What follows belongs to an exercise in optimizing a design on an open flow for small area; a production flow would make more cautious choices.
In this exercise RTL edits were held to simulation tests only and were not proved equivalent to the original.
Power is estimated from default activity; no workload was simulated.

== harbor ==
==> flow/design.v (excerpt) <==
module conectBox(iResetn, iClock, nextStep, up, down, left, right, oX, oY, oColour, oPlot);
For scale: roughly 180 cells after synthesis, about 29 flip-flops, ~29 I/O pins, about 0.0016 sq mm of cells after synthesis.
clock: 5.0 ns
lec_check: 0
cap_margin: 0
core_margin: 2
core_utilization: 40
cts_buf_list: sky130_fd_sc_hd__clkbuf_4
cts_cluster_diameter: 500
cts_cluster_size: 50
slew_margin: 0
standard.sh (not shown) runs the stock make flow with config.mk's settings and CLKGATE_MAP_FILE= SYNTH_SCRIPT=/design/flow/synth_recipe.tcl, a recipe that flattens the netlist after the stock synthesis.
==> flow/flow/run.sh <==
#!/bin/bash
# The standard layout (standard.sh) with two changes:
#  - synthesis is ORFS's synthesis exactly as standard.sh runs it, except that
#    ABC maps the logic between the registers with an area-oriented script
#    (flow/abc_area_iter.script); registers and their names are unchanged;
#  - the port buffers are made from the smallest buffer cell.
set -euo pipefail
here=$(pwd)
mkdir -p mysynth
# ORFS's synth.tcl with only the ABC script replaced
sed "s|log_cmd abc {\*}\$abc_args|log_cmd abc -script $here/flow/abc_area_iter.script {*}[lrange \$abc_args 2 end]|" \
  "$FLOW_HOME/scripts/synth.tcl" > mysynth/synth.tcl
grep -q "abc_area_iter.script" mysynth/synth.tcl
# The standard flow's synthesis script, sourcing that copy
sed "s|source \$::env(SCRIPTS_DIR)/synth.tcl|source $here/mysynth/synth.tcl|" synth_recipe.tcl > mysynth/synth_recipe.tcl
grep -q "mysynth/synth.tcl" mysynth/synth_recipe.tcl
sed "s|SYNTH_SCRIPT=[^ ]*|SYNTH_SCRIPT=$here/mysynth/synth_recipe.tcl|" standard.sh > mysynth/standard.sh
grep -q "mysynth/synth_recipe.tcl" mysynth/standard.sh
export CTS_ARGS="-sink_clustering_enable -repair_clock_nets -buf_list sky130_fd_sc_hd__clkbuf_4 -sink_clustering_size 50 -sink_clustering_max_diameter 500 -dont_use_dummy_load"
export BUFFER_PORTS_ARGS="-buffer_cell sky130_fd_sc_hd__buf_1"
bash mysynth/standard.sh > standard.log 2>&1
==> flow/flow/abc_area_iter.script <==
strash
dc2
&get -n
&st
&dch -f
&nf -R 1000
&put
strash
dc2
&get -n
&st
&dch -f
&nf -R 1000
&put
topo
harbor went all the way through synthesis, placement and routing and the layout is clean on timing, DRC and antenna.
diff inputs: harbor => indigo
diff --git a/flow/flow/run.sh b/flow/flow/run.sh
--- a/flow/flow/run.sh
+++ b/flow/flow/run.sh
@@ -19,2 +19,3 @@
 export CTS_ARGS="-sink_clustering_enable -repair_clock_nets -buf_list sky130_fd_sc_hd__clkbuf_4 -sink_clustering_size 50 -sink_clustering_max_diameter 500 -dont_use_dummy_load"
+export GPL_KEEP_OVERFLOW=0
 export BUFFER_PORTS_ARGS="-buffer_cell sky130_fd_sc_hd__buf_1"
diff --git a/flow/config.mk b/flow/config.mk
--- a/flow/config.mk
+++ b/flow/config.mk
@@ -7,5 +7,5 @@
 export LEC_CHECK = 0
-export CAP_MARGIN = 0
+export CAP_MARGIN = 20
 export CORE_MARGIN = 2
-export CORE_UTILIZATION = 40
+export CORE_UTILIZATION = 65
 export CTS_BUF_LIST = sky130_fd_sc_hd__clkbuf_4
@@ -13,2 +13,3 @@
 export CTS_CLUSTER_SIZE = 50
-export SLEW_MARGIN = 0
+export PLACE_DENSITY = 0.75
+export SLEW_MARGIN = 20
==> comparison <==
indigo: full flow OK, the timing, design-rule and antenna checks passed. indigo against harbor: synthesized cell count ~0 delta, instance area at placement -2.7%, final net count -about 0.43%, clock skew +0.0062 ns. In indigo, switching share of total power is higher than in harbor. Setup slack: indigo better than harbor. harbor → indigo: global routing usage on met1 up 6.3 points; share of power burned in combinational logic down 0.6 points; total power up 0.91%; clock share of power down 0.2 points; via count up 40.
Inputs modified between indigo and violet:
diff --git a/flow/flow/run.sh b/flow/flow/run.sh
--- a/flow/flow/run.sh
+++ b/flow/flow/run.sh
@@ -18,4 +18,2 @@
 grep -q "mysynth/synth_recipe.tcl" mysynth/standard.sh
-export CTS_ARGS="-sink_clustering_enable -repair_clock_nets -buf_list sky130_fd_sc_hd__clkbuf_4 -sink_clustering_size 50 -sink_clustering_max_diameter 500 -dont_use_dummy_load"
-export GPL_KEEP_OVERFLOW=0
 export BUFFER_PORTS_ARGS="-buffer_cell sky130_fd_sc_hd__buf_1"
diff --git a/flow/config.mk b/flow/config.mk
--- a/flow/config.mk
+++ b/flow/config.mk
@@ -9,3 +9,3 @@
 export CORE_MARGIN = 2
-export CORE_UTILIZATION = 65
+export CORE_UTILIZATION = 40
 export CTS_BUF_LIST = sky130_fd_sc_hd__clkbuf_4
@@ -13,3 +13,2 @@
 export CTS_CLUSTER_SIZE = 50
-export PLACE_DENSITY = 0.75
 export SLEW_MARGIN = 20
Results
No stage failed in violet, and the final checks on the layout all came back clean. In the flow results for violet and indigo, the clock power is smaller on indigo. Compared with indigo, in violet portion of total power attributed to combinational logic shrank by 0.5 points, number of stages on the worst setup path increased by 3 relative to the old numbers. From indigo to violet the numbers moved as follows: minimum clock period rose 0.013 ns, total power consumption of the routed design rose 2.3%. | total wire length | violet vs indigo | 0.57% lower |. violet vs indigo — actual slew at the worst max-slew pin rose 0.038 ns. Compared with indigo, violet shows a higher final area. Of violet and indigo, the run reporting the higher die height was violet.

---

conectBox again, from the RTL that the note above started with.
## conectBox
module conectBox(iResetn, iClock, nextStep, up, down, left, right, oX, oY, oColour, oPlot);
input iResetn, iClock, nextStep, up, down, left, right;
output oPlot;
output [7:0] oX;
output [6:0] oY;
output [5:0] oColour;
localparam RUN=2'd0, IDLE=2'd1, WAIT=2'd2;
reg [7:0] cx;
reg [6:0] cy;
reg erase, pend;
reg [1:0] r;
reg [1:0] ph;
reg [3:0] xc;
reg [3:0] yc;
function [7:0] add8; input [7:0] a; input [7:0] b; integer i; reg c;
  begin c = 1'b0; for (i = 0; i < 8; i = i + 1) begin add8[i] = a[i] ^ b[i] ^ c; c = (a[i] & b[i]) | (c & (a[i] ^ b[i])); end end
endfunction
function [6:0] add7; input [6:0] a; input [6:0] b; integer i; reg c;
  begin c = 1'b0; for (i = 0; i < 7; i = i + 1) begin add7[i] = a[i] ^ b[i] ^ c; c = (a[i] & b[i]) | (c & (a[i] ^ b[i])); end end
endfunction
function [3:0] inc4; input [3:0] a; input ci; integer i; reg c;
  begin c = ci; for (i = 0; i < 4; i = i + 1) begin inc4[i] = a[i] ^ c; c = a[i] & c; end end
endfunction
wire body = ~r[1] & ~r[0];
wire face = ~r[1] & r[0];
wire r3 = r[1] & ~r[0];
wire [3:0] xl = {face, 1'b0, ~r[1], 1'b1};
wire [3:0] yl = {~r[1], 1'b0, body, 1'b1};
wire run = (ph == RUN);
wire x15 = (xc == 4'd15);
wire rowend = run & (xc == xl);
wire last = (yc == yl);
reg [7:0] dx;
reg [6:0] dy;
reg [1:0] phn;
reg [3:0] xcn;
reg [3:0] ycn;
reg start;
always @(*) begin
  dx = 8'd0; dy = 7'd0; phn = ph; start = 1'b0;
  xcn = inc4(xc, 1'b1);
  ycn = inc4(yc, run ? rowend : x15);
  case (ph)
    RUN: begin
      if (rowend) begin
        if (last) begin phn = IDLE; xcn = 4'd15; end
        else begin dx = -{4'd0, xl}; dy = 7'd1; xcn = 4'd0; end
      end else if (!x15) dx = 8'd1;
    end
    IDLE: begin
      if (x15) begin
        if (r3 & ~erase) phn = WAIT;
        case (r)
          2'b00: begin dx = -8'd7; dy = -7'd22; end
          2'b01: begin dx = -8'd9; dy = -7'd6; end
          2'b11: begin dx = 8'd4; dy = -7'd1; end
          default: begin dx = -8'd4; dy = 7'd7; end
  ...
Settings: LEC_CHECK=0, CAP_MARGIN=20, CORE_MARGIN=2, CORE_UTILIZATION=40, CTS_BUF_LIST=sky130_fd_sc_hd__clkbuf_4, CTS_CLUSTER_DIAMETER=500, CTS_CLUSTER_SIZE=50, SLEW_MARGIN=20; clock period 5.0 ns.
==> flow/flow/run.sh <==
#!/bin/bash
# The standard layout (standard.sh) with these changes:
#  - synthesis is ORFS's synthesis exactly as standard.sh runs it, except that
#    ABC maps the logic between the registers with an area-oriented script
#    (flow/abc_area.script); the registers and their names are unchanged;
#  - the port buffers are made from the smallest buffer cell;
#  - clock tree synthesis adds no dummy loads;
#  - timing-driven global placement does not keep its trial buffers.
set -euo pipefail
here=$(pwd)
mkdir -p mysynth
# ORFS's synth.tcl with only the ABC script replaced
sed "s|log_cmd abc {\*}\$abc_args|log_cmd abc -script $here/flow/abc_area.script {*}[lrange \$abc_args 2 end]|" \
  "$FLOW_HOME/scripts/synth.tcl" | sed "s/^  extract_fa {\*}\[dont_use_extract_fa_args\]/  # extract_fa skipped/" > mysynth/synth.tcl
grep -q "extract_fa skipped" mysynth/synth.tcl
grep -q "flow/abc_area.script" mysynth/synth.tcl
# The standard flow's synthesis script, sourcing that copy
sed "s|source \$::env(SCRIPTS_DIR)/synth.tcl|source $here/mysynth/synth.tcl|" synth_recipe.tcl > mysynth/synth_recipe.tcl
grep -q "mysynth/synth.tcl" mysynth/synth_recipe.tcl
sed "s|SYNTH_SCRIPT=[^ ]*|SYNTH_SCRIPT=$here/mysynth/synth_recipe.tcl|" standard.sh > mysynth/standard.sh
grep -q "mysynth/synth_recipe.tcl" mysynth/standard.sh
export BUFFER_PORTS_ARGS="-buffer_cell sky130_fd_sc_hd__buf_1"
export CTS_ARGS="-sink_clustering_enable -repair_clock_nets -buf_list sky130_fd_sc_hd__clkbuf_4 -sink_clustering_size 50 -sink_clustering_max_diameter 500 -dont_use_dummy_load"
export GPL_KEEP_OVERFLOW=0
bash mysynth/standard.sh > standard.log 2>&1
==> flow/flow/abc_area.script <==
strash
&get -n
&deepsyn -T 60
&put
strash
&get -n
&st
&dch -f
&nf -R 1000
&put
topo
The baseline ran to the end with no violations.
Edit:
==> flow/flow/run.sh (replaced) <==
#!/bin/bash
# The standard layout (standard.sh) with two changes:
#  - synthesis is ORFS's synthesis exactly as standard.sh runs it, except that
#    ABC maps the logic between the registers with an area-oriented script
#    (flow/abc_area_iter.script); registers and their names are unchanged;
#  - the port buffers are made from the smallest buffer cell.
set -euo pipefail
here=$(pwd)
mkdir -p mysynth
# ORFS's synth.tcl with only the ABC script replaced
sed "s|log_cmd abc {\*}\$abc_args|log_cmd abc -script $here/flow/abc_area_iter.script {*}[lrange \$abc_args 2 end]|" \
  "$FLOW_HOME/scripts/synth.tcl" > mysynth/synth.tcl
grep -q "abc_area_iter.script" mysynth/synth.tcl
# The standard flow's synthesis script, sourcing that copy
sed "s|source \$::env(SCRIPTS_DIR)/synth.tcl|source $here/mysynth/synth.tcl|" synth_recipe.tcl > mysynth/synth_recipe.tcl
grep -q "mysynth/synth.tcl" mysynth/synth_recipe.tcl
sed "s|SYNTH_SCRIPT=[^ ]*|SYNTH_SCRIPT=$here/mysynth/synth_recipe.tcl|" standard.sh > mysynth/standard.sh
grep -q "mysynth/synth_recipe.tcl" mysynth/standard.sh
export CTS_ARGS="-sink_clustering_enable -repair_clock_nets -buf_list sky130_fd_sc_hd__clkbuf_4 -sink_clustering_size 50 -sink_clustering_max_diameter 500 -dont_use_dummy_load"
export BUFFER_PORTS_ARGS="-buffer_cell sky130_fd_sc_hd__buf_1"
bash mysynth/standard.sh > standard.log 2>&1
==> flow/flow/abc_area_iter.script (new file) <==
strash
&get -n
&deepsyn -T 60
&put
strash
&get -n
&st
&dch -f
&nf -R 1000
&put
topo
removed: flow/flow/abc_area.script
What happened:
- power went up by 28%
- core utilization went up by 0.65 points
- sequential share of layout area went down by 0.48 points
Edit:
==> flow/flow/abc_area_iter.script (replaced) <==
strash
dc2
&get -n
&st
&dch -f
&nf -R 1000
&put
strash
dc2
&get -n
&st
&dch -f
&nf -R 1000
&put
topo
- GPL_TIMING_DRIVEN: not set -> 0
Worst setup slack loses 0.39 ns. Non-clock buffer count came out higher by 3. Synthesized cell count came out higher by 10%. Sequential share of layout area came out lower by 2.2 points. Combinational power came out higher by 8.7%. Design area came out higher by 7.1%.
Edit:
==> flow/flow/run.sh (replaced) <==
#!/bin/bash
# The standard layout (standard.sh) with these changes:
#  - synthesis is ORFS's synthesis exactly as standard.sh runs it, except that
#    ABC maps the logic between the registers with an area-oriented script
#    (flow/abc_area.script); the registers and their names are unchanged;
#  - the port buffers are made from the smallest buffer cell;
#  - clock tree synthesis adds no dummy loads;
#  - timing-driven global placement does not keep its trial buffers.
set -euo pipefail
here=$(pwd)
mkdir -p mysynth
# ORFS's synth.tcl with only the ABC script replaced
sed "s|log_cmd abc {\*}\$abc_args|log_cmd abc -script $here/flow/abc_area.script {*}[lrange \$abc_args 2 end]|" \
  "$FLOW_HOME/scripts/synth.tcl" | sed "s/^  extract_fa {\*}\[dont_use_extract_fa_args\]/  # extract_fa skipped/" > mysynth/synth.tcl
grep -q "extract_fa skipped" mysynth/synth.tcl
grep -q "flow/abc_area.script" mysynth/synth.tcl
# The standard flow's synthesis script, sourcing that copy
sed "s|source \$::env(SCRIPTS_DIR)/synth.tcl|source $here/mysynth/synth.tcl|" synth_recipe.tcl > mysynth/synth_recipe.tcl
grep -q "mysynth/synth.tcl" mysynth/synth_recipe.tcl
sed "s|SYNTH_SCRIPT=[^ ]*|SYNTH_SCRIPT=$here/mysynth/synth_recipe.tcl|" standard.sh > mysynth/standard.sh
grep -q "mysynth/synth_recipe.tcl" mysynth/standard.sh
export BUFFER_PORTS_ARGS="-buffer_cell sky130_fd_sc_hd__buf_1"
export CTS_ARGS="-sink_clustering_enable -repair_clock_nets -buf_list sky130_fd_sc_hd__clkbuf_4 -sink_clustering_size 50 -sink_clustering_max_diameter 500 -dont_use_dummy_load"
export GPL_KEEP_OVERFLOW=0
bash mysynth/standard.sh > standard.log 2>&1
==> flow/flow/abc_area.script (new file) <==
strash
&get -n
&deepsyn -T 60
&put
strash
dch -f
amap
topo
- GPL_TIMING_DRIVEN: 0 -> not set
removed: flow/flow/abc_area_iter.script
Outcome:
- design area falls by a little under a tenth
- area after synthesis went down by a few percent
- clock-buffer cell count stays the same
- combinational power goes down by well over a third
- utilization decreases by 0.38 points
- clock power stays flat
- worst setup slack is better by 0.61 ns
- total power came out lower by a quarter to a third
- clock skew went down by 0.0092 ns
- via count goes up by about a fifth

==> port drivers added, routing unchanged <==
How much do the figures lean on ideal ports? The routed layouts below were timed once more, with nothing changed but the port constraints. Step 1 assumes that a clkbuf_16 drives the clock port and a buf_2 every other input. Step 2 adds t to the input delays and takes it off the output delays; t is the mean of the earliest and latest rising clock arrival at the registers after step 1. Input paths then give back, and output paths get back, about the clock's delay inside the block. a / b / c = ideal / step 1 / step 2; a / b = the first two.
run | shift t [ns] | slack for setup (ns) | slew at the worst register clock pin (ns) | worst data-port slew with drivers (ns)
harbor | 0.339 | 0.363 / 0.363 / 0.289 | 0.09 / 0.09 | 0.03
indigo | 0.342 | 0.401 / 0.401 / 0.298 | 0.09 / 0.09 | 0.03
violet | 0.353 | 0.388 / 0.388 / 0.284 | 0.10 / 0.10 | 0.03
the first run of note 2 | 0.344 | 1.032 / 1.031 / 1.031 | 0.09 / 0.09 | 0.03
the second run of note 2 | 0.331 | 0.714 / 0.714 / 0.648 | 0.08 / 0.08 | 0.03
the third run of note 2 | 0.347 | 0.327 / 0.327 / 0.327 | 0.09 / 0.09 | 0.03
the fourth run of note 2 | 0.340 | 0.940 / 0.940 / 0.940 | 0.09 / 0.09 | 0.04
After both steps setup and hold are still met in every run listed. For violet, which loses most, drivers alone change the setup slack by 0.000 ns; drivers and shift together by -0.104 ns.
